This is an optimization exercise on Yosys and OpenROAD, whose aim is small area and a short achievable clock period, not a production implementation.
Function was checked by simulation only, so behaviour that the tests miss may differ from the original.
No activity file was given, so power comes from the tool's default toggle rates.

### config.mk
export PLATFORM = sky130hd
export DESIGN_NAME = keyed_permutation
export DESIGN_NICKNAME = keyed_permutation
export VERILOG_FILES = /design/flow/design.v
export SDC_FILE = /design/flow/constraint.sdc
export NUM_CORES = 4
export LEC_CHECK = 0
export ABC_AREA = 1
export CAP_MARGIN = 20
export CORE_MARGIN = 2
export CORE_UTILIZATION = 65
export SLEW_MARGIN = 20
export SYNTH_HIERARCHICAL = 1
export SYNTH_MINIMUM_KEEP_SIZE = 0
### constraint.sdc
create_clock -name core_clock -period 300.0 [get_ports {i_clk}]
set_input_delay 60.0000 -clock core_clock [delete_from_list [all_inputs] [get_ports {i_clk}]]
set_output_delay 60.0000 -clock core_clock [all_outputs]
set_load 0.01 [all_outputs]
### design.v
module kp_swap (
    input wire a,
    input wire b,
    input wire c,
    input wire cn,
    output wire ya,
    output wire yb
    );
assign ya = ~((c | a) & (cn | b));
assign yb = ~((c | b) & (cn | a));
endmodule
module kp_ctl (
    input wire inv,
    input wire invn,
    input wire tf,
    input wire ti,
    output wire c,
    output wire cn
    );
assign cn = ~((inv | tf) & (invn | ti));
assign c = ~cn;
endmodule
module keyed_permutation #(
    parameter UNIT_WIDTH = 1
    )(
    input wire i_clk,
    input wire [16*UNIT_WIDTH-1:0] i_dat,
    input wire [16*INDEX_WIDTH-1:0] i_key,
    input wire i_inverse,
    output reg [16*UNIT_WIDTH-1:0] o_dat
    );
localparam INDEX_WIDTH = 4;
reg [48:0] key_r;
always @(posedge i_clk) key_r <= i_key[48:0];
reg [14:0] t0;
integer v0;
always @* begin
    t0 = 0;
    for (v0 = 0; v0 < 16; v0 = v0 + 1)
        if (key_r[3:0] == v0)
            t0 = ~({15{1'b1}} << (v0 % 16));
end
reg [13:0] t1;
integer v1;
always @* begin
    t1 = 0;
    for (v1 = 0; v1 < 16; v1 = v1 + 1)
        if (key_r[7:4] == v1)
            t1 = ~({14{1'b1}} << (v1 % 15));
end
reg [12:0] t2;
integer v2;
always @* begin
    t2 = 0;
    for (v2 = 0; v2 < 16; v2 = v2 + 1)
        if (key_r[11:8] == v2)
            t2 = ~({13{1'b1}} << (v2 % 14));
end
reg [11:0] t3;
integer v3;
always @* begin
    t3 = 0;
    for (v3 = 0; v3 < 16; v3 = v3 + 1)
        if (key_r[15:12] == v3)
            t3 = ~({12{1'b1}} << (v3 % 13));
end
reg [10:0] t4;
integer v4;
always @* begin
    t4 = 0;
    for (v4 = 0; v4 < 16; v4 = v4 + 1)
        if (key_r[19:16] == v4)
            t4 = ~({11{1'b1}} << (v4 % 12));
end
reg [9:0] t5;
integer v5;
always @* begin
    t5 = 0;
    for (v5 = 0; v5 < 16; v5 = v5 + 1)
        if (key_r[23:20] == v5)
            t5 = ~({10{1'b1}} << (v5 % 11));
end
reg [8:0] t6;
integer v6;
always @* begin
    t6 = 0;
    for (v6 = 0; v6 < 16; v6 = v6 + 1)
        if (key_r[27:24] == v6)
            t6 = ~({9{1'b1}} << (v6 % 10));
end
reg [7:0] t7;
integer v7;
always @* begin
    t7 = 0;
    for (v7 = 0; v7 < 16; v7 = v7 + 1)
        if (key_r[31:28] == v7)
            t7 = ~({8{1'b1}} << (v7 % 9));
end
reg [6:0] t8;
integer v8;
always @* begin
    t8 = 0;
    for (v8 = 0; v8 < 8; v8 = v8 + 1)
        if (key_r[34:32] == v8)
            t8 = ~({7{1'b1}} << (v8 % 8));
end
reg [5:0] t9;
integer v9;
always @* begin
    t9 = 0;
    for (v9 = 0; v9 < 8; v9 = v9 + 1)
        if (key_r[37:35] == v9)
            t9 = ~({6{1'b1}} << (v9 % 7));
end
reg [4:0] t10;
integer v10;
always @* begin
    t10 = 0;
    for (v10 = 0; v10 < 8; v10 = v10 + 1)
        if (key_r[40:38] == v10)
            t10 = ~({5{1'b1}} << (v10 % 6));
end
reg [3:0] t11;
integer v11;
always @* begin
    t11 = 0;
    for (v11 = 0; v11 < 8; v11 = v11 + 1)
        if (key_r[43:41] == v11)
            t11 = ~({4{1'b1}} << (v11 % 5));
end
reg [2:0] t12;
integer v12;
always @* begin
    t12 = 0;
    for (v12 = 0; v12 < 4; v12 = v12 + 1)
        if (key_r[45:44] == v12)
            t12 = ~({3{1'b1}} << (v12 % 4));
end
reg [1:0] t13;
integer v13;
always @* begin
    t13 = 0;
    for (v13 = 0; v13 < 4; v13 = v13 + 1)
        if (key_r[47:46] == v13)
            t13 = ~({2{1'b1}} << (v13 % 3));
end
reg [0:0] t14;
integer v14;
always @* begin
    t14 = 0;
    for (v14 = 0; v14 < 2; v14 = v14 + 1)
        if (key_r[48:48] == v14)
            t14 = ~({1{1'b1}} << (v14 % 2));
end
wire invn = ~i_inverse;
wire d0_14, d0_15;
wire c0_14, cn0_14;
kp_ctl u_c0_14 (.inv(i_inverse), .invn(invn), .tf(t0[14]), .ti(t14[0]), .c(c0_14), .cn(cn0_14));
kp_swap u_s0_14 (.a(i_dat[14]), .b(i_dat[15]), .c(c0_14), .cn(cn0_14), .ya(d0_14), .yb(d0_15));
wire d1_13, d1_14;
wire c1_13, cn1_13;
kp_ctl u_c1_13 (.inv(i_inverse), .invn(invn), .tf(t0[13]), .ti(t13[0]), .c(c1_13), .cn(cn1_13));
kp_swap u_s1_13 (.a(i_dat[13]), .b((~d0_14)), .c(c1_13), .cn(cn1_13), .ya(d1_13), .yb(d1_14));
wire d2_12, d2_13;
wire c2_12, cn2_12;
kp_ctl u_c2_12 (.inv(i_inverse), .invn(invn), .tf(t0[12]), .ti(t12[0]), .c(c2_12), .cn(cn2_12));
kp_swap u_s2_12 (.a((~i_dat[12])), .b(d1_13), .c(c2_12), .cn(cn2_12), .ya(d2_12), .yb(d2_13));
wire d2_14, d2_15;
wire c2_14, cn2_14;
kp_ctl u_c2_14 (.inv(i_inverse), .invn(invn), .tf(t1[13]), .ti(t13[1]), .c(c2_14), .cn(cn2_14));
kp_swap u_s2_14 (.a(d1_14), .b(d0_15), .c(c2_14), .cn(cn2_14), .ya(d2_14), .yb(d2_15));
wire d3_11, d3_12;
wire c3_11, cn3_11;
kp_ctl u_c3_11 (.inv(i_inverse), .invn(invn), .tf(t0[11]), .ti(t11[0]), .c(c3_11), .cn(cn3_11));
kp_swap u_s3_11 (.a(i_dat[11]), .b(d2_12), .c(c3_11), .cn(cn3_11), .ya(d3_11), .yb(d3_12));
wire d3_13, d3_14;
wire c3_13, cn3_13;
kp_ctl u_c3_13 (.inv(i_inverse), .invn(invn), .tf(t1[12]), .ti(t12[1]), .c(c3_13), .cn(cn3_13));
kp_swap u_s3_13 (.a(d2_13), .b(d2_14), .c(c3_13), .cn(cn3_13), .ya(d3_13), .yb(d3_14));
wire d4_10, d4_11;
wire c4_10, cn4_10;
kp_ctl u_c4_10 (.inv(i_inverse), .invn(invn), .tf(t0[10]), .ti(t10[0]), .c(c4_10), .cn(cn4_10));
kp_swap u_s4_10 (.a((~i_dat[10])), .b(d3_11), .c(c4_10), .cn(cn4_10), .ya(d4_10), .yb(d4_11));
wire d4_12, d4_13;
wire c4_12, cn4_12;
kp_ctl u_c4_12 (.inv(i_inverse), .invn(invn), .tf(t1[11]), .ti(t11[1]), .c(c4_12), .cn(cn4_12));
kp_swap u_s4_12 (.a(d3_12), .b(d3_13), .c(c4_12), .cn(cn4_12), .ya(d4_12), .yb(d4_13));
wire d4_14, d4_15;
wire c4_14, cn4_14;
kp_ctl u_c4_14 (.inv(i_inverse), .invn(invn), .tf(t2[12]), .ti(t12[2]), .c(c4_14), .cn(cn4_14));
kp_swap u_s4_14 (.a(d3_14), .b((~d2_15)), .c(c4_14), .cn(cn4_14), .ya(d4_14), .yb(d4_15));
wire d5_9, d5_10;
wire c5_9, cn5_9;
kp_ctl u_c5_9 (.inv(i_inverse), .invn(invn), .tf(t0[9]), .ti(t9[0]), .c(c5_9), .cn(cn5_9));
kp_swap u_s5_9 (.a(i_dat[9]), .b(d4_10), .c(c5_9), .cn(cn5_9), .ya(d5_9), .yb(d5_10));
wire d5_11, d5_12;
wire c5_11, cn5_11;
kp_ctl u_c5_11 (.inv(i_inverse), .invn(invn), .tf(t1[10]), .ti(t10[1]), .c(c5_11), .cn(cn5_11));
kp_swap u_s5_11 (.a(d4_11), .b(d4_12), .c(c5_11), .cn(cn5_11), .ya(d5_11), .yb(d5_12));
wire d5_13, d5_14;
wire c5_13, cn5_13;
kp_ctl u_c5_13 (.inv(i_inverse), .invn(invn), .tf(t2[11]), .ti(t11[2]), .c(c5_13), .cn(cn5_13));
kp_swap u_s5_13 (.a(d4_13), .b(d4_14), .c(c5_13), .cn(cn5_13), .ya(d5_13), .yb(d5_14));
wire d6_8, d6_9;
wire c6_8, cn6_8;
kp_ctl u_c6_8 (.inv(i_inverse), .invn(invn), .tf(t0[8]), .ti(t8[0]), .c(c6_8), .cn(cn6_8));
kp_swap u_s6_8 (.a((~i_dat[8])), .b(d5_9), .c(c6_8), .cn(cn6_8), .ya(d6_8), .yb(d6_9));
wire d6_10, d6_11;
wire c6_10, cn6_10;
kp_ctl u_c6_10 (.inv(i_inverse), .invn(invn), .tf(t1[9]), .ti(t9[1]), .c(c6_10), .cn(cn6_10));
kp_swap u_s6_10 (.a(d5_10), .b(d5_11), .c(c6_10), .cn(cn6_10), .ya(d6_10), .yb(d6_11));
wire d6_12, d6_13;
wire c6_12, cn6_12;
kp_ctl u_c6_12 (.inv(i_inverse), .invn(invn), .tf(t2[10]), .ti(t10[2]), .c(c6_12), .cn(cn6_12));
kp_swap u_s6_12 (.a(d5_12), .b(d5_13), .c(c6_12), .cn(cn6_12), .ya(d6_12), .yb(d6_13));
wire d6_14, d6_15;
wire c6_14, cn6_14;
kp_ctl u_c6_14 (.inv(i_inverse), .invn(invn), .tf(t3[11]), .ti(t11[3]), .c(c6_14), .cn(cn6_14));
kp_swap u_s6_14 (.a(d5_14), .b((~d4_15)), .c(c6_14), .cn(cn6_14), .ya(d6_14), .yb(d6_15));
wire d7_7, d7_8;
wire c7_7, cn7_7;
kp_ctl u_c7_7 (.inv(i_inverse), .invn(invn), .tf(t0[7]), .ti(t7[0]), .c(c7_7), .cn(cn7_7));
kp_swap u_s7_7 (.a(i_dat[7]), .b(d6_8), .c(c7_7), .cn(cn7_7), .ya(d7_7), .yb(d7_8));
wire d7_9, d7_10;
wire c7_9, cn7_9;
kp_ctl u_c7_9 (.inv(i_inverse), .invn(invn), .tf(t1[8]), .ti(t8[1]), .c(c7_9), .cn(cn7_9));
kp_swap u_s7_9 (.a(d6_9), .b(d6_10), .c(c7_9), .cn(cn7_9), .ya(d7_9), .yb(d7_10));
wire d7_11, d7_12;
wire c7_11, cn7_11;
kp_ctl u_c7_11 (.inv(i_inverse), .invn(invn), .tf(t2[9]), .ti(t9[2]), .c(c7_11), .cn(cn7_11));
kp_swap u_s7_11 (.a(d6_11), .b(d6_12), .c(c7_11), .cn(cn7_11), .ya(d7_11), .yb(d7_12));
wire d7_13, d7_14;
wire c7_13, cn7_13;
kp_ctl u_c7_13 (.inv(i_inverse), .invn(invn), .tf(t3[10]), .ti(t10[3]), .c(c7_13), .cn(cn7_13));
kp_swap u_s7_13 (.a(d6_13), .b(d6_14), .c(c7_13), .cn(cn7_13), .ya(d7_13), .yb(d7_14));
wire d8_6, d8_7;
wire c8_6, cn8_6;
kp_ctl u_c8_6 (.inv(i_inverse), .invn(invn), .tf(t0[6]), .ti(t6[0]), .c(c8_6), .cn(cn8_6));
kp_swap u_s8_6 (.a((~i_dat[6])), .b(d7_7), .c(c8_6), .cn(cn8_6), .ya(d8_6), .yb(d8_7));
wire d8_8, d8_9;
wire c8_8, cn8_8;
kp_ctl u_c8_8 (.inv(i_inverse), .invn(invn), .tf(t1[7]), .ti(t7[1]), .c(c8_8), .cn(cn8_8));
kp_swap u_s8_8 (.a(d7_8), .b(d7_9), .c(c8_8), .cn(cn8_8), .ya(d8_8), .yb(d8_9));
wire d8_10, d8_11;
wire c8_10, cn8_10;
kp_ctl u_c8_10 (.inv(i_inverse), .invn(invn), .tf(t2[8]), .ti(t8[2]), .c(c8_10), .cn(cn8_10));
kp_swap u_s8_10 (.a(d7_10), .b(d7_11), .c(c8_10), .cn(cn8_10), .ya(d8_10), .yb(d8_11));
wire d8_12, d8_13;
wire c8_12, cn8_12;
kp_ctl u_c8_12 (.inv(i_inverse), .invn(invn), .tf(t3[9]), .ti(t9[3]), .c(c8_12), .cn(cn8_12));
kp_swap u_s8_12 (.a(d7_12), .b(d7_13), .c(c8_12), .cn(cn8_12), .ya(d8_12), .yb(d8_13));
wire d8_14, d8_15;
wire c8_14, cn8_14;
kp_ctl u_c8_14 (.inv(i_inverse), .invn(invn), .tf(t4[10]), .ti(t10[4]), .c(c8_14), .cn(cn8_14));
kp_swap u_s8_14 (.a(d7_14), .b((~d6_15)), .c(c8_14), .cn(cn8_14), .ya(d8_14), .yb(d8_15));
wire d9_5, d9_6;
wire c9_5, cn9_5;
kp_ctl u_c9_5 (.inv(i_inverse), .invn(invn), .tf(t0[5]), .ti(t5[0]), .c(c9_5), .cn(cn9_5));
kp_swap u_s9_5 (.a(i_dat[5]), .b(d8_6), .c(c9_5), .cn(cn9_5), .ya(d9_5), .yb(d9_6));
wire d9_7, d9_8;
wire c9_7, cn9_7;
kp_ctl u_c9_7 (.inv(i_inverse), .invn(invn), .tf(t1[6]), .ti(t6[1]), .c(c9_7), .cn(cn9_7));
kp_swap u_s9_7 (.a(d8_7), .b(d8_8), .c(c9_7), .cn(cn9_7), .ya(d9_7), .yb(d9_8));
wire d9_9, d9_10;
wire c9_9, cn9_9;
kp_ctl u_c9_9 (.inv(i_inverse), .invn(invn), .tf(t2[7]), .ti(t7[2]), .c(c9_9), .cn(cn9_9));
kp_swap u_s9_9 (.a(d8_9), .b(d8_10), .c(c9_9), .cn(cn9_9), .ya(d9_9), .yb(d9_10));
wire d9_11, d9_12;
wire c9_11, cn9_11;
kp_ctl u_c9_11 (.inv(i_inverse), .invn(invn), .tf(t3[8]), .ti(t8[3]), .c(c9_11), .cn(cn9_11));
kp_swap u_s9_11 (.a(d8_11), .b(d8_12), .c(c9_11), .cn(cn9_11), .ya(d9_11), .yb(d9_12));
wire d9_13, d9_14;
wire c9_13, cn9_13;
kp_ctl u_c9_13 (.inv(i_inverse), .invn(invn), .tf(t4[9]), .ti(t9[4]), .c(c9_13), .cn(cn9_13));
kp_swap u_s9_13 (.a(d8_13), .b(d8_14), .c(c9_13), .cn(cn9_13), .ya(d9_13), .yb(d9_14));
wire d10_4, d10_5;
wire c10_4, cn10_4;
kp_ctl u_c10_4 (.inv(i_inverse), .invn(invn), .tf(t0[4]), .ti(t4[0]), .c(c10_4), .cn(cn10_4));
kp_swap u_s10_4 (.a((~i_dat[4])), .b(d9_5), .c(c10_4), .cn(cn10_4), .ya(d10_4), .yb(d10_5));
wire d10_6, d10_7;
wire c10_6, cn10_6;
kp_ctl u_c10_6 (.inv(i_inverse), .invn(invn), .tf(t1[5]), .ti(t5[1]), .c(c10_6), .cn(cn10_6));
kp_swap u_s10_6 (.a(d9_6), .b(d9_7), .c(c10_6), .cn(cn10_6), .ya(d10_6), .yb(d10_7));
wire d10_8, d10_9;
wire c10_8, cn10_8;
kp_ctl u_c10_8 (.inv(i_inverse), .invn(invn), .tf(t2[6]), .ti(t6[2]), .c(c10_8), .cn(cn10_8));
kp_swap u_s10_8 (.a(d9_8), .b(d9_9), .c(c10_8), .cn(cn10_8), .ya(d10_8), .yb(d10_9));
wire d10_10, d10_11;
wire c10_10, cn10_10;
kp_ctl u_c10_10 (.inv(i_inverse), .invn(invn), .tf(t3[7]), .ti(t7[3]), .c(c10_10), .cn(cn10_10));
kp_swap u_s10_10 (.a(d9_10), .b(d9_11), .c(c10_10), .cn(cn10_10), .ya(d10_10), .yb(d10_11));
wire d10_12, d10_13;
wire c10_12, cn10_12;
kp_ctl u_c10_12 (.inv(i_inverse), .invn(invn), .tf(t4[8]), .ti(t8[4]), .c(c10_12), .cn(cn10_12));
kp_swap u_s10_12 (.a(d9_12), .b(d9_13), .c(c10_12), .cn(cn10_12), .ya(d10_12), .yb(d10_13));
wire d10_14, d10_15;
wire c10_14, cn10_14;
kp_ctl u_c10_14 (.inv(i_inverse), .invn(invn), .tf(t5[9]), .ti(t9[5]), .c(c10_14), .cn(cn10_14));
kp_swap u_s10_14 (.a(d9_14), .b((~d8_15)), .c(c10_14), .cn(cn10_14), .ya(d10_14), .yb(d10_15));
wire d11_3, d11_4;
wire c11_3, cn11_3;
kp_ctl u_c11_3 (.inv(i_inverse), .invn(invn), .tf(t0[3]), .ti(t3[0]), .c(c11_3), .cn(cn11_3));
kp_swap u_s11_3 (.a(i_dat[3]), .b(d10_4), .c(c11_3), .cn(cn11_3), .ya(d11_3), .yb(d11_4));
wire d11_5, d11_6;
wire c11_5, cn11_5;
kp_ctl u_c11_5 (.inv(i_inverse), .invn(invn), .tf(t1[4]), .ti(t4[1]), .c(c11_5), .cn(cn11_5));
kp_swap u_s11_5 (.a(d10_5), .b(d10_6), .c(c11_5), .cn(cn11_5), .ya(d11_5), .yb(d11_6));
wire d11_7, d11_8;
wire c11_7, cn11_7;
kp_ctl u_c11_7 (.inv(i_inverse), .invn(invn), .tf(t2[5]), .ti(t5[2]), .c(c11_7), .cn(cn11_7));
kp_swap u_s11_7 (.a(d10_7), .b(d10_8), .c(c11_7), .cn(cn11_7), .ya(d11_7), .yb(d11_8));
wire d11_9, d11_10;
wire c11_9, cn11_9;
kp_ctl u_c11_9 (.inv(i_inverse), .invn(invn), .tf(t3[6]), .ti(t6[3]), .c(c11_9), .cn(cn11_9));
kp_swap u_s11_9 (.a(d10_9), .b(d10_10), .c(c11_9), .cn(cn11_9), .ya(d11_9), .yb(d11_10));
wire d11_11, d11_12;
wire c11_11, cn11_11;
kp_ctl u_c11_11 (.inv(i_inverse), .invn(invn), .tf(t4[7]), .ti(t7[4]), .c(c11_11), .cn(cn11_11));
kp_swap u_s11_11 (.a(d10_11), .b(d10_12), .c(c11_11), .cn(cn11_11), .ya(d11_11), .yb(d11_12));
wire d11_13, d11_14;
wire c11_13, cn11_13;
kp_ctl u_c11_13 (.inv(i_inverse), .invn(invn), .tf(t5[8]), .ti(t8[5]), .c(c11_13), .cn(cn11_13));
kp_swap u_s11_13 (.a(d10_13), .b(d10_14), .c(c11_13), .cn(cn11_13), .ya(d11_13), .yb(d11_14));
wire d12_2, d12_3;
wire c12_2, cn12_2;
kp_ctl u_c12_2 (.inv(i_inverse), .invn(invn), .tf(t0[2]), .ti(t2[0]), .c(c12_2), .cn(cn12_2));
kp_swap u_s12_2 (.a((~i_dat[2])), .b(d11_3), .c(c12_2), .cn(cn12_2), .ya(d12_2), .yb(d12_3));
wire d12_4, d12_5;
wire c12_4, cn12_4;
kp_ctl u_c12_4 (.inv(i_inverse), .invn(invn), .tf(t1[3]), .ti(t3[1]), .c(c12_4), .cn(cn12_4));
kp_swap u_s12_4 (.a(d11_4), .b(d11_5), .c(c12_4), .cn(cn12_4), .ya(d12_4), .yb(d12_5));
wire d12_6, d12_7;
wire c12_6, cn12_6;
kp_ctl u_c12_6 (.inv(i_inverse), .invn(invn), .tf(t2[4]), .ti(t4[2]), .c(c12_6), .cn(cn12_6));
kp_swap u_s12_6 (.a(d11_6), .b(d11_7), .c(c12_6), .cn(cn12_6), .ya(d12_6), .yb(d12_7));
wire d12_8, d12_9;
wire c12_8, cn12_8;
kp_ctl u_c12_8 (.inv(i_inverse), .invn(invn), .tf(t3[5]), .ti(t5[3]), .c(c12_8), .cn(cn12_8));
kp_swap u_s12_8 (.a(d11_8), .b(d11_9), .c(c12_8), .cn(cn12_8), .ya(d12_8), .yb(d12_9));
wire d12_10, d12_11;
wire c12_10, cn12_10;
kp_ctl u_c12_10 (.inv(i_inverse), .invn(invn), .tf(t4[6]), .ti(t6[4]), .c(c12_10), .cn(cn12_10));
kp_swap u_s12_10 (.a(d11_10), .b(d11_11), .c(c12_10), .cn(cn12_10), .ya(d12_10), .yb(d12_11));
wire d12_12, d12_13;
wire c12_12, cn12_12;
kp_ctl u_c12_12 (.inv(i_inverse), .invn(invn), .tf(t5[7]), .ti(t7[5]), .c(c12_12), .cn(cn12_12));
kp_swap u_s12_12 (.a(d11_12), .b(d11_13), .c(c12_12), .cn(cn12_12), .ya(d12_12), .yb(d12_13));
wire d12_14, d12_15;
wire c12_14, cn12_14;
kp_ctl u_c12_14 (.inv(i_inverse), .invn(invn), .tf(t6[8]), .ti(t8[6]), .c(c12_14), .cn(cn12_14));
kp_swap u_s12_14 (.a(d11_14), .b((~d10_15)), .c(c12_14), .cn(cn12_14), .ya(d12_14), .yb(d12_15));
wire d13_1, d13_2;
wire c13_1, cn13_1;
kp_ctl u_c13_1 (.inv(i_inverse), .invn(invn), .tf(t0[1]), .ti(t1[0]), .c(c13_1), .cn(cn13_1));
kp_swap u_s13_1 (.a(i_dat[1]), .b(d12_2), .c(c13_1), .cn(cn13_1), .ya(d13_1), .yb(d13_2));
wire d13_3, d13_4;
wire c13_3, cn13_3;
kp_ctl u_c13_3 (.inv(i_inverse), .invn(invn), .tf(t1[2]), .ti(t2[1]), .c(c13_3), .cn(cn13_3));
kp_swap u_s13_3 (.a(d12_3), .b(d12_4), .c(c13_3), .cn(cn13_3), .ya(d13_3), .yb(d13_4));
wire d13_5, d13_6;
wire c13_5, cn13_5;
kp_ctl u_c13_5 (.inv(i_inverse), .invn(invn), .tf(t2[3]), .ti(t3[2]), .c(c13_5), .cn(cn13_5));
kp_swap u_s13_5 (.a(d12_5), .b(d12_6), .c(c13_5), .cn(cn13_5), .ya(d13_5), .yb(d13_6));
wire d13_7, d13_8;
wire c13_7, cn13_7;
kp_ctl u_c13_7 (.inv(i_inverse), .invn(invn), .tf(t3[4]), .ti(t4[3]), .c(c13_7), .cn(cn13_7));
kp_swap u_s13_7 (.a(d12_7), .b(d12_8), .c(c13_7), .cn(cn13_7), .ya(d13_7), .yb(d13_8));
wire d13_9, d13_10;
wire c13_9, cn13_9;
kp_ctl u_c13_9 (.inv(i_inverse), .invn(invn), .tf(t4[5]), .ti(t5[4]), .c(c13_9), .cn(cn13_9));
kp_swap u_s13_9 (.a(d12_9), .b(d12_10), .c(c13_9), .cn(cn13_9), .ya(d13_9), .yb(d13_10));
wire d13_11, d13_12;
wire c13_11, cn13_11;
kp_ctl u_c13_11 (.inv(i_inverse), .invn(invn), .tf(t5[6]), .ti(t6[5]), .c(c13_11), .cn(cn13_11));
kp_swap u_s13_11 (.a(d12_11), .b(d12_12), .c(c13_11), .cn(cn13_11), .ya(d13_11), .yb(d13_12));
wire d13_13, d13_14;
wire c13_13, cn13_13;
kp_ctl u_c13_13 (.inv(i_inverse), .invn(invn), .tf(t6[7]), .ti(t7[6]), .c(c13_13), .cn(cn13_13));
kp_swap u_s13_13 (.a(d12_13), .b(d12_14), .c(c13_13), .cn(cn13_13), .ya(d13_13), .yb(d13_14));
wire d14_0, d14_1;
kp_swap u_s14_0 (.a((~i_dat[0])), .b(d13_1), .c(t0[0]), .cn((~t0[0])), .ya(d14_0), .yb(d14_1));
wire d14_2, d14_3;
kp_swap u_s14_2 (.a(d13_2), .b(d13_3), .c(t1[1]), .cn((~t1[1])), .ya(d14_2), .yb(d14_3));
wire d14_4, d14_5;
kp_swap u_s14_4 (.a(d13_4), .b(d13_5), .c(t2[2]), .cn((~t2[2])), .ya(d14_4), .yb(d14_5));
wire d14_6, d14_7;
kp_swap u_s14_6 (.a(d13_6), .b(d13_7), .c(t3[3]), .cn((~t3[3])), .ya(d14_6), .yb(d14_7));
wire d14_8, d14_9;
kp_swap u_s14_8 (.a(d13_8), .b(d13_9), .c(t4[4]), .cn((~t4[4])), .ya(d14_8), .yb(d14_9));
wire d14_10, d14_11;
kp_swap u_s14_10 (.a(d13_10), .b(d13_11), .c(t5[5]), .cn((~t5[5])), .ya(d14_10), .yb(d14_11));
wire d14_12, d14_13;
kp_swap u_s14_12 (.a(d13_12), .b(d13_13), .c(t6[6]), .cn((~t6[6])), .ya(d14_12), .yb(d14_13));
wire d14_14, d14_15;
kp_swap u_s14_14 (.a(d13_14), .b((~d12_15)), .c(t7[7]), .cn((~t7[7])), .ya(d14_14), .yb(d14_15));
wire d15_1, d15_2;
wire c15_1, cn15_1;
kp_ctl u_c15_1 (.inv(i_inverse), .invn(invn), .tf(t1[0]), .ti(t0[1]), .c(c15_1), .cn(cn15_1));
kp_swap u_s15_1 (.a(d14_1), .b(d14_2), .c(c15_1), .cn(cn15_1), .ya(d15_1), .yb(d15_2));
wire d15_3, d15_4;
wire c15_3, cn15_3;
kp_ctl u_c15_3 (.inv(i_inverse), .invn(invn), .tf(t2[1]), .ti(t1[2]), .c(c15_3), .cn(cn15_3));
kp_swap u_s15_3 (.a(d14_3), .b(d14_4), .c(c15_3), .cn(cn15_3), .ya(d15_3), .yb(d15_4));
wire d15_5, d15_6;
wire c15_5, cn15_5;
kp_ctl u_c15_5 (.inv(i_inverse), .invn(invn), .tf(t3[2]), .ti(t2[3]), .c(c15_5), .cn(cn15_5));
kp_swap u_s15_5 (.a(d14_5), .b(d14_6), .c(c15_5), .cn(cn15_5), .ya(d15_5), .yb(d15_6));
wire d15_7, d15_8;
wire c15_7, cn15_7;
kp_ctl u_c15_7 (.inv(i_inverse), .invn(invn), .tf(t4[3]), .ti(t3[4]), .c(c15_7), .cn(cn15_7));
kp_swap u_s15_7 (.a(d14_7), .b(d14_8), .c(c15_7), .cn(cn15_7), .ya(d15_7), .yb(d15_8));
wire d15_9, d15_10;
wire c15_9, cn15_9;
kp_ctl u_c15_9 (.inv(i_inverse), .invn(invn), .tf(t5[4]), .ti(t4[5]), .c(c15_9), .cn(cn15_9));
kp_swap u_s15_9 (.a(d14_9), .b(d14_10), .c(c15_9), .cn(cn15_9), .ya(d15_9), .yb(d15_10));
wire d15_11, d15_12;
wire c15_11, cn15_11;
kp_ctl u_c15_11 (.inv(i_inverse), .invn(invn), .tf(t6[5]), .ti(t5[6]), .c(c15_11), .cn(cn15_11));
kp_swap u_s15_11 (.a(d14_11), .b(d14_12), .c(c15_11), .cn(cn15_11), .ya(d15_11), .yb(d15_12));
wire d15_13, d15_14;
wire c15_13, cn15_13;
kp_ctl u_c15_13 (.inv(i_inverse), .invn(invn), .tf(t7[6]), .ti(t6[7]), .c(c15_13), .cn(cn15_13));
kp_swap u_s15_13 (.a(d14_13), .b(d14_14), .c(c15_13), .cn(cn15_13), .ya(d15_13), .yb(d15_14));
wire d16_2, d16_3;
wire c16_2, cn16_2;
kp_ctl u_c16_2 (.inv(i_inverse), .invn(invn), .tf(t2[0]), .ti(t0[2]), .c(c16_2), .cn(cn16_2));
kp_swap u_s16_2 (.a(d15_2), .b(d15_3), .c(c16_2), .cn(cn16_2), .ya(d16_2), .yb(d16_3));
wire d16_4, d16_5;
wire c16_4, cn16_4;
kp_ctl u_c16_4 (.inv(i_inverse), .invn(invn), .tf(t3[1]), .ti(t1[3]), .c(c16_4), .cn(cn16_4));
kp_swap u_s16_4 (.a(d15_4), .b(d15_5), .c(c16_4), .cn(cn16_4), .ya(d16_4), .yb(d16_5));
wire d16_6, d16_7;
wire c16_6, cn16_6;
kp_ctl u_c16_6 (.inv(i_inverse), .invn(invn), .tf(t4[2]), .ti(t2[4]), .c(c16_6), .cn(cn16_6));
kp_swap u_s16_6 (.a(d15_6), .b(d15_7), .c(c16_6), .cn(cn16_6), .ya(d16_6), .yb(d16_7));
wire d16_8, d16_9;
wire c16_8, cn16_8;
kp_ctl u_c16_8 (.inv(i_inverse), .invn(invn), .tf(t5[3]), .ti(t3[5]), .c(c16_8), .cn(cn16_8));
kp_swap u_s16_8 (.a(d15_8), .b(d15_9), .c(c16_8), .cn(cn16_8), .ya(d16_8), .yb(d16_9));
wire d16_10, d16_11;
wire c16_10, cn16_10;
kp_ctl u_c16_10 (.inv(i_inverse), .invn(invn), .tf(t6[4]), .ti(t4[6]), .c(c16_10), .cn(cn16_10));
kp_swap u_s16_10 (.a(d15_10), .b(d15_11), .c(c16_10), .cn(cn16_10), .ya(d16_10), .yb(d16_11));
wire d16_12, d16_13;
wire c16_12, cn16_12;
kp_ctl u_c16_12 (.inv(i_inverse), .invn(invn), .tf(t7[5]), .ti(t5[7]), .c(c16_12), .cn(cn16_12));
kp_swap u_s16_12 (.a(d15_12), .b(d15_13), .c(c16_12), .cn(cn16_12), .ya(d16_12), .yb(d16_13));
wire d16_14, d16_15;
wire c16_14, cn16_14;
kp_ctl u_c16_14 (.inv(i_inverse), .invn(invn), .tf(t8[6]), .ti(t6[8]), .c(c16_14), .cn(cn16_14));
kp_swap u_s16_14 (.a(d15_14), .b((~d14_15)), .c(c16_14), .cn(cn16_14), .ya(d16_14), .yb(d16_15));
wire d17_3, d17_4;
wire c17_3, cn17_3;
kp_ctl u_c17_3 (.inv(i_inverse), .invn(invn), .tf(t3[0]), .ti(t0[3]), .c(c17_3), .cn(cn17_3));
kp_swap u_s17_3 (.a(d16_3), .b(d16_4), .c(c17_3), .cn(cn17_3), .ya(d17_3), .yb(d17_4));
wire d17_5, d17_6;
wire c17_5, cn17_5;
kp_ctl u_c17_5 (.inv(i_inverse), .invn(invn), .tf(t4[1]), .ti(t1[4]), .c(c17_5), .cn(cn17_5));
kp_swap u_s17_5 (.a(d16_5), .b(d16_6), .c(c17_5), .cn(cn17_5), .ya(d17_5), .yb(d17_6));
wire d17_7, d17_8;
wire c17_7, cn17_7;
kp_ctl u_c17_7 (.inv(i_inverse), .invn(invn), .tf(t5[2]), .ti(t2[5]), .c(c17_7), .cn(cn17_7));
kp_swap u_s17_7 (.a(d16_7), .b(d16_8), .c(c17_7), .cn(cn17_7), .ya(d17_7), .yb(d17_8));
wire d17_9, d17_10;
wire c17_9, cn17_9;
kp_ctl u_c17_9 (.inv(i_inverse), .invn(invn), .tf(t6[3]), .ti(t3[6]), .c(c17_9), .cn(cn17_9));
kp_swap u_s17_9 (.a(d16_9), .b(d16_10), .c(c17_9), .cn(cn17_9), .ya(d17_9), .yb(d17_10));
wire d17_11, d17_12;
wire c17_11, cn17_11;
kp_ctl u_c17_11 (.inv(i_inverse), .invn(invn), .tf(t7[4]), .ti(t4[7]), .c(c17_11), .cn(cn17_11));
kp_swap u_s17_11 (.a(d16_11), .b(d16_12), .c(c17_11), .cn(cn17_11), .ya(d17_11), .yb(d17_12));
wire d17_13, d17_14;
wire c17_13, cn17_13;
kp_ctl u_c17_13 (.inv(i_inverse), .invn(invn), .tf(t8[5]), .ti(t5[8]), .c(c17_13), .cn(cn17_13));
kp_swap u_s17_13 (.a(d16_13), .b(d16_14), .c(c17_13), .cn(cn17_13), .ya(d17_13), .yb(d17_14));
wire d18_4, d18_5;
wire c18_4, cn18_4;
kp_ctl u_c18_4 (.inv(i_inverse), .invn(invn), .tf(t4[0]), .ti(t0[4]), .c(c18_4), .cn(cn18_4));
kp_swap u_s18_4 (.a(d17_4), .b(d17_5), .c(c18_4), .cn(cn18_4), .ya(d18_4), .yb(d18_5));
wire d18_6, d18_7;
wire c18_6, cn18_6;
kp_ctl u_c18_6 (.inv(i_inverse), .invn(invn), .tf(t5[1]), .ti(t1[5]), .c(c18_6), .cn(cn18_6));
kp_swap u_s18_6 (.a(d17_6), .b(d17_7), .c(c18_6), .cn(cn18_6), .ya(d18_6), .yb(d18_7));
wire d18_8, d18_9;
wire c18_8, cn18_8;
kp_ctl u_c18_8 (.inv(i_inverse), .invn(invn), .tf(t6[2]), .ti(t2[6]), .c(c18_8), .cn(cn18_8));
kp_swap u_s18_8 (.a(d17_8), .b(d17_9), .c(c18_8), .cn(cn18_8), .ya(d18_8), .yb(d18_9));
wire d18_10, d18_11;
wire c18_10, cn18_10;
kp_ctl u_c18_10 (.inv(i_inverse), .invn(invn), .tf(t7[3]), .ti(t3[7]), .c(c18_10), .cn(cn18_10));
kp_swap u_s18_10 (.a(d17_10), .b(d17_11), .c(c18_10), .cn(cn18_10), .ya(d18_10), .yb(d18_11));
wire d18_12, d18_13;
wire c18_12, cn18_12;
kp_ctl u_c18_12 (.inv(i_inverse), .invn(invn), .tf(t8[4]), .ti(t4[8]), .c(c18_12), .cn(cn18_12));
kp_swap u_s18_12 (.a(d17_12), .b(d17_13), .c(c18_12), .cn(cn18_12), .ya(d18_12), .yb(d18_13));
wire d18_14, d18_15;
wire c18_14, cn18_14;
kp_ctl u_c18_14 (.inv(i_inverse), .invn(invn), .tf(t9[5]), .ti(t5[9]), .c(c18_14), .cn(cn18_14));
kp_swap u_s18_14 (.a(d17_14), .b((~d16_15)), .c(c18_14), .cn(cn18_14), .ya(d18_14), .yb(d18_15));
wire d19_5, d19_6;
wire c19_5, cn19_5;
kp_ctl u_c19_5 (.inv(i_inverse), .invn(invn), .tf(t5[0]), .ti(t0[5]), .c(c19_5), .cn(cn19_5));
kp_swap u_s19_5 (.a(d18_5), .b(d18_6), .c(c19_5), .cn(cn19_5), .ya(d19_5), .yb(d19_6));
wire d19_7, d19_8;
wire c19_7, cn19_7;
kp_ctl u_c19_7 (.inv(i_inverse), .invn(invn), .tf(t6[1]), .ti(t1[6]), .c(c19_7), .cn(cn19_7));
kp_swap u_s19_7 (.a(d18_7), .b(d18_8), .c(c19_7), .cn(cn19_7), .ya(d19_7), .yb(d19_8));
wire d19_9, d19_10;
wire c19_9, cn19_9;
kp_ctl u_c19_9 (.inv(i_inverse), .invn(invn), .tf(t7[2]), .ti(t2[7]), .c(c19_9), .cn(cn19_9));
kp_swap u_s19_9 (.a(d18_9), .b(d18_10), .c(c19_9), .cn(cn19_9), .ya(d19_9), .yb(d19_10));
wire d19_11, d19_12;
wire c19_11, cn19_11;
kp_ctl u_c19_11 (.inv(i_inverse), .invn(invn), .tf(t8[3]), .ti(t3[8]), .c(c19_11), .cn(cn19_11));
kp_swap u_s19_11 (.a(d18_11), .b(d18_12), .c(c19_11), .cn(cn19_11), .ya(d19_11), .yb(d19_12));
wire d19_13, d19_14;
wire c19_13, cn19_13;
kp_ctl u_c19_13 (.inv(i_inverse), .invn(invn), .tf(t9[4]), .ti(t4[9]), .c(c19_13), .cn(cn19_13));
kp_swap u_s19_13 (.a(d18_13), .b(d18_14), .c(c19_13), .cn(cn19_13), .ya(d19_13), .yb(d19_14));
wire d20_6, d20_7;
wire c20_6, cn20_6;
kp_ctl u_c20_6 (.inv(i_inverse), .invn(invn), .tf(t6[0]), .ti(t0[6]), .c(c20_6), .cn(cn20_6));
kp_swap u_s20_6 (.a(d19_6), .b(d19_7), .c(c20_6), .cn(cn20_6), .ya(d20_6), .yb(d20_7));
wire d20_8, d20_9;
wire c20_8, cn20_8;
kp_ctl u_c20_8 (.inv(i_inverse), .invn(invn), .tf(t7[1]), .ti(t1[7]), .c(c20_8), .cn(cn20_8));
kp_swap u_s20_8 (.a(d19_8), .b(d19_9), .c(c20_8), .cn(cn20_8), .ya(d20_8), .yb(d20_9));
wire d20_10, d20_11;
wire c20_10, cn20_10;
kp_ctl u_c20_10 (.inv(i_inverse), .invn(invn), .tf(t8[2]), .ti(t2[8]), .c(c20_10), .cn(cn20_10));
kp_swap u_s20_10 (.a(d19_10), .b(d19_11), .c(c20_10), .cn(cn20_10), .ya(d20_10), .yb(d20_11));
wire d20_12, d20_13;
wire c20_12, cn20_12;
kp_ctl u_c20_12 (.inv(i_inverse), .invn(invn), .tf(t9[3]), .ti(t3[9]), .c(c20_12), .cn(cn20_12));
kp_swap u_s20_12 (.a(d19_12), .b(d19_13), .c(c20_12), .cn(cn20_12), .ya(d20_12), .yb(d20_13));
wire d20_14, d20_15;
wire c20_14, cn20_14;
kp_ctl u_c20_14 (.inv(i_inverse), .invn(invn), .tf(t10[4]), .ti(t4[10]), .c(c20_14), .cn(cn20_14));
kp_swap u_s20_14 (.a(d19_14), .b((~d18_15)), .c(c20_14), .cn(cn20_14), .ya(d20_14), .yb(d20_15));
wire d21_7, d21_8;
wire c21_7, cn21_7;
kp_ctl u_c21_7 (.inv(i_inverse), .invn(invn), .tf(t7[0]), .ti(t0[7]), .c(c21_7), .cn(cn21_7));
kp_swap u_s21_7 (.a(d20_7), .b(d20_8), .c(c21_7), .cn(cn21_7), .ya(d21_7), .yb(d21_8));
wire d21_9, d21_10;
wire c21_9, cn21_9;
kp_ctl u_c21_9 (.inv(i_inverse), .invn(invn), .tf(t8[1]), .ti(t1[8]), .c(c21_9), .cn(cn21_9));
kp_swap u_s21_9 (.a(d20_9), .b(d20_10), .c(c21_9), .cn(cn21_9), .ya(d21_9), .yb(d21_10));
wire d21_11, d21_12;
wire c21_11, cn21_11;
kp_ctl u_c21_11 (.inv(i_inverse), .invn(invn), .tf(t9[2]), .ti(t2[9]), .c(c21_11), .cn(cn21_11));
kp_swap u_s21_11 (.a(d20_11), .b(d20_12), .c(c21_11), .cn(cn21_11), .ya(d21_11), .yb(d21_12));
wire d21_13, d21_14;
wire c21_13, cn21_13;
kp_ctl u_c21_13 (.inv(i_inverse), .invn(invn), .tf(t10[3]), .ti(t3[10]), .c(c21_13), .cn(cn21_13));
kp_swap u_s21_13 (.a(d20_13), .b(d20_14), .c(c21_13), .cn(cn21_13), .ya(d21_13), .yb(d21_14));
wire d22_8, d22_9;
wire c22_8, cn22_8;
kp_ctl u_c22_8 (.inv(i_inverse), .invn(invn), .tf(t8[0]), .ti(t0[8]), .c(c22_8), .cn(cn22_8));
kp_swap u_s22_8 (.a(d21_8), .b(d21_9), .c(c22_8), .cn(cn22_8), .ya(d22_8), .yb(d22_9));
wire d22_10, d22_11;
wire c22_10, cn22_10;
kp_ctl u_c22_10 (.inv(i_inverse), .invn(invn), .tf(t9[1]), .ti(t1[9]), .c(c22_10), .cn(cn22_10));
kp_swap u_s22_10 (.a(d21_10), .b(d21_11), .c(c22_10), .cn(cn22_10), .ya(d22_10), .yb(d22_11));
wire d22_12, d22_13;
wire c22_12, cn22_12;
kp_ctl u_c22_12 (.inv(i_inverse), .invn(invn), .tf(t10[2]), .ti(t2[10]), .c(c22_12), .cn(cn22_12));
kp_swap u_s22_12 (.a(d21_12), .b(d21_13), .c(c22_12), .cn(cn22_12), .ya(d22_12), .yb(d22_13));
wire d22_14, d22_15;
wire c22_14, cn22_14;
kp_ctl u_c22_14 (.inv(i_inverse), .invn(invn), .tf(t11[3]), .ti(t3[11]), .c(c22_14), .cn(cn22_14));
kp_swap u_s22_14 (.a(d21_14), .b((~d20_15)), .c(c22_14), .cn(cn22_14), .ya(d22_14), .yb(d22_15));
wire d23_9, d23_10;
wire c23_9, cn23_9;
kp_ctl u_c23_9 (.inv(i_inverse), .invn(invn), .tf(t9[0]), .ti(t0[9]), .c(c23_9), .cn(cn23_9));
kp_swap u_s23_9 (.a(d22_9), .b(d22_10), .c(c23_9), .cn(cn23_9), .ya(d23_9), .yb(d23_10));
wire d23_11, d23_12;
wire c23_11, cn23_11;
kp_ctl u_c23_11 (.inv(i_inverse), .invn(invn), .tf(t10[1]), .ti(t1[10]), .c(c23_11), .cn(cn23_11));
kp_swap u_s23_11 (.a(d22_11), .b(d22_12), .c(c23_11), .cn(cn23_11), .ya(d23_11), .yb(d23_12));
wire d23_13, d23_14;
wire c23_13, cn23_13;
kp_ctl u_c23_13 (.inv(i_inverse), .invn(invn), .tf(t11[2]), .ti(t2[11]), .c(c23_13), .cn(cn23_13));
kp_swap u_s23_13 (.a(d22_13), .b(d22_14), .c(c23_13), .cn(cn23_13), .ya(d23_13), .yb(d23_14));
wire d24_10, d24_11;
wire c24_10, cn24_10;
kp_ctl u_c24_10 (.inv(i_inverse), .invn(invn), .tf(t10[0]), .ti(t0[10]), .c(c24_10), .cn(cn24_10));
kp_swap u_s24_10 (.a(d23_10), .b(d23_11), .c(c24_10), .cn(cn24_10), .ya(d24_10), .yb(d24_11));
wire d24_12, d24_13;
wire c24_12, cn24_12;
kp_ctl u_c24_12 (.inv(i_inverse), .invn(invn), .tf(t11[1]), .ti(t1[11]), .c(c24_12), .cn(cn24_12));
kp_swap u_s24_12 (.a(d23_12), .b(d23_13), .c(c24_12), .cn(cn24_12), .ya(d24_12), .yb(d24_13));
wire d24_14, d24_15;
wire c24_14, cn24_14;
kp_ctl u_c24_14 (.inv(i_inverse), .invn(invn), .tf(t12[2]), .ti(t2[12]), .c(c24_14), .cn(cn24_14));
kp_swap u_s24_14 (.a(d23_14), .b((~d22_15)), .c(c24_14), .cn(cn24_14), .ya(d24_14), .yb(d24_15));
wire d25_11, d25_12;
wire c25_11, cn25_11;
kp_ctl u_c25_11 (.inv(i_inverse), .invn(invn), .tf(t11[0]), .ti(t0[11]), .c(c25_11), .cn(cn25_11));
kp_swap u_s25_11 (.a(d24_11), .b(d24_12), .c(c25_11), .cn(cn25_11), .ya(d25_11), .yb(d25_12));
wire d25_13, d25_14;
wire c25_13, cn25_13;
kp_ctl u_c25_13 (.inv(i_inverse), .invn(invn), .tf(t12[1]), .ti(t1[12]), .c(c25_13), .cn(cn25_13));
kp_swap u_s25_13 (.a(d24_13), .b(d24_14), .c(c25_13), .cn(cn25_13), .ya(d25_13), .yb(d25_14));
wire d26_12, d26_13;
wire c26_12, cn26_12;
kp_ctl u_c26_12 (.inv(i_inverse), .invn(invn), .tf(t12[0]), .ti(t0[12]), .c(c26_12), .cn(cn26_12));
kp_swap u_s26_12 (.a(d25_12), .b(d25_13), .c(c26_12), .cn(cn26_12), .ya(d26_12), .yb(d26_13));
wire d26_14, d26_15;
wire c26_14, cn26_14;
kp_ctl u_c26_14 (.inv(i_inverse), .invn(invn), .tf(t13[1]), .ti(t1[13]), .c(c26_14), .cn(cn26_14));
kp_swap u_s26_14 (.a(d25_14), .b((~d24_15)), .c(c26_14), .cn(cn26_14), .ya(d26_14), .yb(d26_15));
wire d27_13, d27_14;
wire c27_13, cn27_13;
kp_ctl u_c27_13 (.inv(i_inverse), .invn(invn), .tf(t13[0]), .ti(t0[13]), .c(c27_13), .cn(cn27_13));
kp_swap u_s27_13 (.a(d26_13), .b(d26_14), .c(c27_13), .cn(cn27_13), .ya(d27_13), .yb(d27_14));
wire d28_14, d28_15;
wire c28_14, cn28_14;
kp_ctl u_c28_14 (.inv(i_inverse), .invn(invn), .tf(t14[0]), .ti(t0[14]), .c(c28_14), .cn(cn28_14));
kp_swap u_s28_14 (.a(d27_14), .b((~d26_15)), .c(c28_14), .cn(cn28_14), .ya(d28_14), .yb(d28_15));
wire [15:0] res = {d28_15, d28_14, ~d27_13, d26_12, ~d25_11, d24_10, ~d23_9, d22_8, ~d21_7, d20_6, ~d19_5, d18_4, ~d17_3, d16_2, ~d15_1, d14_0};
always @(posedge i_clk)
    o_dat <= res;
endmodule
### flow/run.sh
#!/bin/bash
# Layout flow: the standard ORFS flow, with these changes:
#  - synthesis maps with an area-oriented ABC script (flow/abc_map.script)
#  - ports are buffered with the smallest buffer (sky130_fd_sc_hd__buf_1)
#  - the clock tree is built from clkbuf_4 cells under a clkbuf_8 root, without dummy loads
# Each tool's output goes to a log file of its own in this folder.
set -euo pipefail
W=$PWD
F=$W/flow
# synthesis script: the standard flow's, with every abc call using our ABC script
{
  echo 'proc abc {args} {'
  echo '  set i [lsearch -exact $args -script]'
  echo "  if {\$i >= 0} { lset args [expr {\$i + 1}] $F/abc_map.script }"
  echo '  yosys abc {*}$args'
  echo '}'
  cat $W/synth_recipe.tcl
} > $W/flow_synth.tcl
# the make command of standard.sh, with our synthesis script
MK=$(grep -m1 '^make ' $W/standard.sh | sed "s|SYNTH_SCRIPT=[^ ]*|SYNTH_SCRIPT=$W/flow_synth.tcl|; s|\"\${@:-finish}\"||")
export BUFFER_PORTS_ARGS="-buffer_cell sky130_fd_sc_hd__buf_1"
export CTS_ARGS="-sink_clustering_enable -repair_clock_nets -dont_use_dummy_load -buf_list sky130_fd_sc_hd__clkbuf_4 -root_buf sky130_fd_sc_hd__clkbuf_8 -sink_clustering_size 10 -sink_clustering_max_diameter 40"
eval "$MK finish" > $W/flow_make.log 2>&1
R=$(echo "$MK" | sed -E 's|.*WORK_HOME=([^ ]*).*|\1|')/results/$FLOW_PLATFORM/keyed_permutation/base
: # left out here: write the final layout as DEF
### flow/abc_map.script
strash
&get -n
&deepsyn -T 5
&put
dch
amap -m
topo
### standard.sh
#!/bin/bash
# synth_recipe.tcl (not shown) runs the flow's synth.tcl, then flattens the netlist and writes it again
# the make line also repeats each setting of config.mk as NAME=value (left out here)
make -C /OpenROAD-flow-scripts/flow DESIGN_CONFIG=/design/flow/config.mk WORK_HOME=/design/flow/orfs CLKGATE_MAP_FILE= SYNTH_SCRIPT=/design/flow/synth_recipe.tcl "${@:-finish}"
==> summary.txt, run 1 <==
Worst vdd ir = 3.42 uV
DRT Pass-1 Iters = 7
Leakage = 1.75 nW
Setup Buffers After CTS = 0
Sequential share of the synthesized area = 0.261
Post-synth cell types = 19
HP Class = reg -> reg
Min Tclk post-route = 67060 ps
IO Count = 98
Drc violations = 0
CP endpoint kind = flop
DP Wirelength = 11700 um
Cell area after placement = 0.00542 sq mm
Hold Vio Cnt, Final = 0
Total Nets Final = 946
Syn_nets = 854
Post-CTS sizing = 0
Cts bufs inserted = 9
Final worst setup slack = 232940 ps
Cell mode on critical path = o22ai_1
Final setup viols = 0
Number of synthesis warnings = 7
Cts hold-fix bufs = 0
Hold_ws = 643 ps
Vias in the first global route = 5521
Total track usage = 0.350
Dpl ws = 232960 ps
Clock Skew = 21.9 ps
# port buffers = 82
CP arrival = 67300 ps
Mapped cell area = 0.00498 sq mm
Num rows = 31
Max-slew headroom = 0.358
Chip Width = 91.5 um
Hold_sp = key_r[48]$_DFF_P_
Worst path slowest cell = clkbuf_4
Initial DRC count = 594
Finished Cell Area = 0.00554 sq mm
Post-synth top area share = 0.443
Largest net degree at the start of global routing = 75
Core Util, Final = 0.756
Core Region = 0.00733 sq mm
Via count = 6386
Antenna violations before repair = 0
Clock Path Buffers = 2
Max-slew violation count = 0
Initial Util = 0.679
Status = finished clean
DR WL/cell = 15.7 um
Total congestion overflow = 0
Die area = 0.00838 sq mm
RR Startpoint = key_r[3]$_DFF_P_
Delay of the slowest critical-path stage = 440 ps
Final wirelength = 15100 um
Synthesized area per cell = 6.46 sq um
Critical Path RT = 300240 ps
Worst-path clk slew = 80 ps
Cell taking the most area after synthesis = o22ai_1
Startpoint Class = input pin
Clock Latency Late Sink = 350 ps
RSZ-0062 raised after global routing = false
H-tree depth = 3
Diode count = 0
Cells after synthesis = 771
Tightest Pin Transition = 952 ps
Power per cell area = 5.38 mW/mm^2
Critical path class = in -> reg
CTS tree = built
Clock root buffer = clkbuf_8
GP Congestion = 0.945
Share of post-route cells with drive strength above 1 = 0.0151
Via/cell ratio = 6.65
Main area contributors after synthesis = o22ai_1 (44%), dfxtp_1 (26%), clkinv_1 (15%), nor2_1 (3.7%), o21ai_0 (3.1%)
Setup TNS = 0 ps
CP Launch Point = i_inverse
CP max FO = 47
Max cap viols = 0
ANT nets after route = 0
CTS Sinks = 65
First-pass GRT wire length = 23800 um
Synth Register Bits = 65
CP Buf/Inv Count = 4
Crit path max-delay family = compound AO/OA/AOI/OAI gates
FMAX = 14.9 MHz
Area delta synth->final = 11.3%
Die height = 91.5 um
Period utilization = 0.224
per-module statistics from Yosys (local to each module, per instance):
module / cells inside / flip-flops and latches / cell area (sq um)
kp_swap: 2 / 0 / 12.5
keyed_permutation: 307 / 65 / 2360
kp_ctl: 2 / 0 / 10.0
power breakdown:
part	switching [mW]	internal (mW)	leakage [nW]	total [mW]
registers	0.000429	0.00957	0.548	0.0100
logic	0.00898	0.00522	1.14	0.0142
clock network	0.00294	0.00267	0.0647	0.00561
total	0.0123	0.0175	1.75	0.0298
synth_stat cells, drive strengths merged:
cell type / n
clkinv: 195
and2: 1
o21ai: 31
or3: 1
nor3: 8
nor4: 3
and3: 1
nor2: 49
ha: 1
nor2b: 4
o31ai: 3
a21oi: 16
dfxtp: 65
o21a: 3
nand3: 3
nand2: 24
or2: 7
buf: 3
o22ai: 353
cell type report:
class	count	area (sq um)
repair buffers	84	327
inverters	195	732
well taps	99	124
fillers	606	1790
multi-input cells	508	2940
clock buffers	9	124
flip-flops and latches	65	1300
per-stage QoR:
| step | total power [mW] | instances |
|---|---|---|
| after floorplan | 0.0206 | 771 |
| after global placement | 0.0233 | 951 |
| after detailed placement | 0.0237 | 951 |
| after CTS | 0.0294 | 960 |
| after global routing | 0.0316 | 960 |
| final | 0.0298 | 960 |
sequential cells by signal (all words and copies together) (netlist names):
register	cells
key_r	49
o_dat	16
cells by family after synthesis:
logic type,Yosys count,synth area share
flops,65,0.261
simple gates,101,0.0874
fa+ha+maj,1,0.00251
compound gates,406,0.500
buf+inv,198,0.149
worst register-to-register path: cells and delay by family (launching register included):
family,cells,cell delay [ps]
AOI/OAI and AO/OA,30,6110
and+or+nand+nor,2,520
buffers and inverters,3,520
DFF,1,380
worst paths after layout:
| check | slack, ps | depth (start not counted) | to |
|---|---|---|---|
| hold / removal | 640 | 3 | o_dat[15]$_DFF_P_ |
| setup reg to reg | 292380 | 35 | o_dat[15]$_DFF_P_ |
| setup / recovery | 232940 | 34 | o_dat[15]$_DFF_P_ |
| hold reg to reg | 640 | 3 | o_dat[15]$_DFF_P_ |
cell usage in the layout, fill, tap and decap left out, types with 4 or more instances in the layout:
cell	instances
o22ai_1	353
clkinv_1	194
buf_1	81
dfxtp_1	65
nor2_1	49
o21ai_0	31
nand2_1	24
a21oi_1	16
clkbuf_8	9
nor3_1	8
or2_0	7
nor2b_1	4
metal layers:
layer | track usage | part of all wire
met4 | 0.178 | 0.049
met3 | 0.0714 | 0.11
met1 | 0.423 | 0.39
met5 | 0 | 0
met2 | 0.583 | 0.46
==> run 2: changes to the inputs <==
--- a/flow/run.sh
+++ b/flow/run.sh
@@ -3,5 +3,5 @@
 #  - synthesis maps with an area-oriented ABC script (flow/abc_map.script)
 #  - ports are buffered with the smallest buffer (sky130_fd_sc_hd__buf_1)
-#  - the clock tree is built from clkbuf_4 cells under a clkbuf_8 root, without dummy loads
+#  - the clock tree is built from clkbuf_8 cells, without dummy loads
 # Each tool's output goes to a log file of its own in this folder.
 set -euo pipefail
@@ -20,5 +20,5 @@
 MK=$(grep -m1 '^make ' $W/standard.sh | sed "s|SYNTH_SCRIPT=[^ ]*|SYNTH_SCRIPT=$W/flow_synth.tcl|; s|\"\${@:-finish}\"||")
 export BUFFER_PORTS_ARGS="-buffer_cell sky130_fd_sc_hd__buf_1"
-export CTS_ARGS="-sink_clustering_enable -repair_clock_nets -dont_use_dummy_load -buf_list sky130_fd_sc_hd__clkbuf_4 -root_buf sky130_fd_sc_hd__clkbuf_8 -sink_clustering_size 10 -sink_clustering_max_diameter 40"
+export CTS_ARGS="-sink_clustering_enable -repair_clock_nets -dont_use_dummy_load -buf_list sky130_fd_sc_hd__clkbuf_8 -sink_clustering_size 12 -sink_clustering_max_diameter 50"
 eval "$MK finish" > $W/flow_make.log 2>&1
 R=$(echo "$MK" | sed -E 's|.*WORK_HOME=([^ ]*).*|\1|')/results/$FLOW_PLATFORM/keyed_permutation/base
==> run 2 against run 1 <==
Combinational power about the same. Clock power about the same. Via count unchanged. Sequential power about the same. First-iteration DRC count unchanged. Largest power group unchanged. Critical path depth unchanged. Hold slack unchanged. Still clean. Clock skew unchanged. Die area unchanged. Core utilization unchanged. Worst setup slack unchanged.
==> summary.txt, run 2 <==
Cts bufs inserted = 9
Commonest non-fill, non-tap cell in the layout = o22ai_1
Startpoint Class = input pin
Setup TNS = 0 ps
Worst vdd ir = 3.42 uV
Synth Register Bits = 65
RSZ-0062 raised after global routing = false
# port buffers = 82
CP max FO = 47
Total Nets Final = 946
Hold_sp = key_r[48]$_DFF_P_
Async SR Flop Fraction = 0
Max-slew violation count = 0
Most flops, register = key_r
Tot Pwr = 29.8 uW
Total congestion overflow = 0
Combinational share of power = 0.476
CP endpoint kind = flop
Largest net degree at the start of global routing = 75
Final setup viols = 0
Main synth FF type = dfxtp_1
Initial DRC count = 594
CP Buf/Inv Count = 4
Critical path class = in -> reg
Leakage = 1.75 nW
Total track usage = 0.350
Number of synthesis warnings = 7
FMAX = 14.9 MHz
Hold Vio Cnt, Final = 0
Delay of the slowest critical-path stage = 440 ps
Post-synth top area share = 0.443
Finished Cell Area = 0.00554 sq mm
Clock share of power = 0.188
Max-slew headroom = 0.358
Worst-path clk slew = 80 ps
Core Region = 0.00733 sq mm
Power per cell area = 5.38 mW/mm^2
Via count = 6386
Post-synth EDFFs = 0
Antenna violations before repair = 0
Post-synth top cells = o22ai_1 (353), clkinv_1 (195), dfxtp_1 (65)
Diode count = 0
DR WL/cell = 15.7 um
Setup Buffers After CTS = 0
Post-synth cell types = 19
Placed cells = 951
Commonest non-fill, non-tap cells in the layout = o22ai_1 (353), clkinv_1 (194), buf_1 (81), dfxtp_1 (65), nor2_1 (49)
Cell mode on critical path = o22ai_1
DP Wirelength = 11700 um
Cells after synthesis = 771
Via/cell ratio = 6.65
Flop-to-flop setup slack = 292380 ps
Crit path max-delay family = compound AO/OA/AOI/OAI gates
Mapped cell area = 0.00498 sq mm
Most frequent cell after synthesis = o22ai_1
Initial Util = 0.679
Status = finished clean
Syn_nets = 854
Post-CTS sizing = 0
Die area = 0.00838 sq mm
Num rows = 31
Switching share of power = 0.414
Clock Latency Late Sink = 350 ps
Max cap viols = 0
Period utilization = 0.224
DRT Pass-1 Iters = 7
Tightest Pin Transition = 952 ps
First-pass GRT wire length = 23800 um
Clock Path Buffers = 2
Power Internal = 17.5 uW
ANT nets after route = 0
Non-Filler Instances = 960
Cell area after placement = 0.00542 sq mm
H-tree depth = 3
Cell taking the most area after synthesis = o22ai_1
Sequential share of the synthesized area = 0.261
Cts hold-fix bufs = 0
Area delta synth->final = 11.3%
Critical Path RT = 300240 ps
Vias in the first global route = 5521
Min-Delay Endpoint = o_dat[15]$_DFF_P_
Largest regs = key_r: 49 flops, o_dat: 16 flops
Share of post-route cells with drive strength above 1 = 0.0151
Synthesized area per cell = 6.46 sq um
Layout fillers = 606
Final wirelength = 15100 um
GP Congestion = 0.945
Switch Pwr = 12.3 uW
Crit Reg-Reg Endpoint = o_dat[15]$_DFF_P_
RR Startpoint = key_r[3]$_DFF_P_
CTS Sinks = 65
Min Tclk post-route = 67060 ps
Drc violations = 0
Cell depth of the worst hold path = 3
Clock root buffer = clkbuf_8
CP arrival = 67300 ps
Main area contributors after synthesis = o22ai_1 (44%), dfxtp_1 (26%), clkinv_1 (15%), nor2_1 (3.7%), o21ai_0 (3.1%)
Die height = 91.5 um
CTS tree = built
IO Count = 98
Worst path slowest cell = clkbuf_4
R2r worst-path depth = 35
Clock Skew = 21.9 ps
Largest register FFs = 49
Core Util, Final = 0.756
Chip Width = 91.5 um
Part of the power in registers = 0.336
HP Class = reg -> reg
[run 2: cell counts after synthesis]
No cell type changed its count.
[run 2: how the worst max path moves through the flow]
stage / from / to / slack [ps] / depth (start not counted)
final: i_inverse / o_dat[15]$_DFF_P_ / 232940 / 34
after detailed placement: i_inverse / o_dat[15]$_DFF_P_ / 232960 / 34
after global placement: i_inverse / o_dat[15]$_DFF_P_ / 233120 / 34
after floorplan: i_inverse / o_dat[15]$_DFF_P_ / 232640 / 33
after global routing: i_inverse / o_dat[15]$_DFF_P_ / 232360 / 34
after CTS: i_inverse / o_dat[15]$_DFF_P_ / 233260 / 34
[run 2: tightest hold or removal path: stages, from the launching register on]
cell      delay, ps
dfxtp_1         340
o22ai_1         130
clkinv_1         80
o22ai_1          50
[run 2: power by group through the flow]
stage	Combinational, mW	Clock [mW]	Sequential [mW]
after global placement	0.0131	0	0.0101
after CTS	0.0137	0.00571	0.0100
after floorplan	0.0101	0	0.0104
after detailed placement	0.0136	0	0.0102
after global routing	0.0155	0.00600	0.0101
final	0.0142	0.00561	0.0100
[run 2: cells by family (layout without fill, tap and decap cells)]
family | Yosys count | in the layout | share of synthesized area
compound gates | 406 | 406 | 0.500
fa+ha+maj | 1 | 1 | 0.00251
buf+inv | 198 | 288 | 0.149
flops | 65 | 65 | 0.261
simple gates | 101 | 101 | 0.0874
[run 2: metrics by stage]
step	setup slack, ps	hold WS (ps)
floorplan	232640	572
global placement	233120	618
detailed placement	232960	624
CTS	233260	639
global route	232360	699
finish	232940	643
[run 2: Yosys stat by module, one instance, submodules excluded]
module / flip-flops and latches / cell area, sq um / copies in the design
keyed_permutation: 65 / 2360 / 1
kp_swap: 0 / 12.5 / 120
kp_ctl: 0 / 10.0 / 112
[run 2: layer usage]
metal | up-vias | part of all wire | global-route usage
li1 | 3152 | - | -
met1 | 2764 | 0.39 | 0.423
met2 | 397 | 0.46 | 0.583
met3 | 73 | 0.11 | 0.0714
met4 | 0 | 0.049 | 0.178
met5 | - | 0 | 0
[run 2: area by class of cell]
class	instances	area, sq um	area share
flip-flops and latches	65	1300	0.235
multi-input cells	508	2940	0.530
well taps	99	124	0.0223
inverters	195	732	0.132
repair buffers	84	327	0.0589
clock buffers	9	124	0.0223

==> static timing again, ports no longer ideal <==
In the flow no input, the clock included, has a driving cell. The finished layouts below were timed again as built, in two steps. Step 1, drivers: a clkbuf_16 drives i_clk and a buf_2 each remaining input, both assumed. Step 2 times the ports against the registers' clock, not the clock port: input delays grow and output delays shrink by t, the midpoint of the rising clock arrivals with the driver on. Slacks: no drivers / after step 1 / after step 2; pairs: no drivers / after step 1.
| run | t, ns | slack for setup (ns) | clock arrival spread, ns |
|---|---|---|---|
| run 1 | 0.375 | 232.936 / 232.942 / 232.567 | 0.021 / 0.022 |
| run 2 | 0.375 | 232.936 / 232.942 / 232.567 | 0.021 / 0.022 |
After both steps every run listed still meets setup and hold.
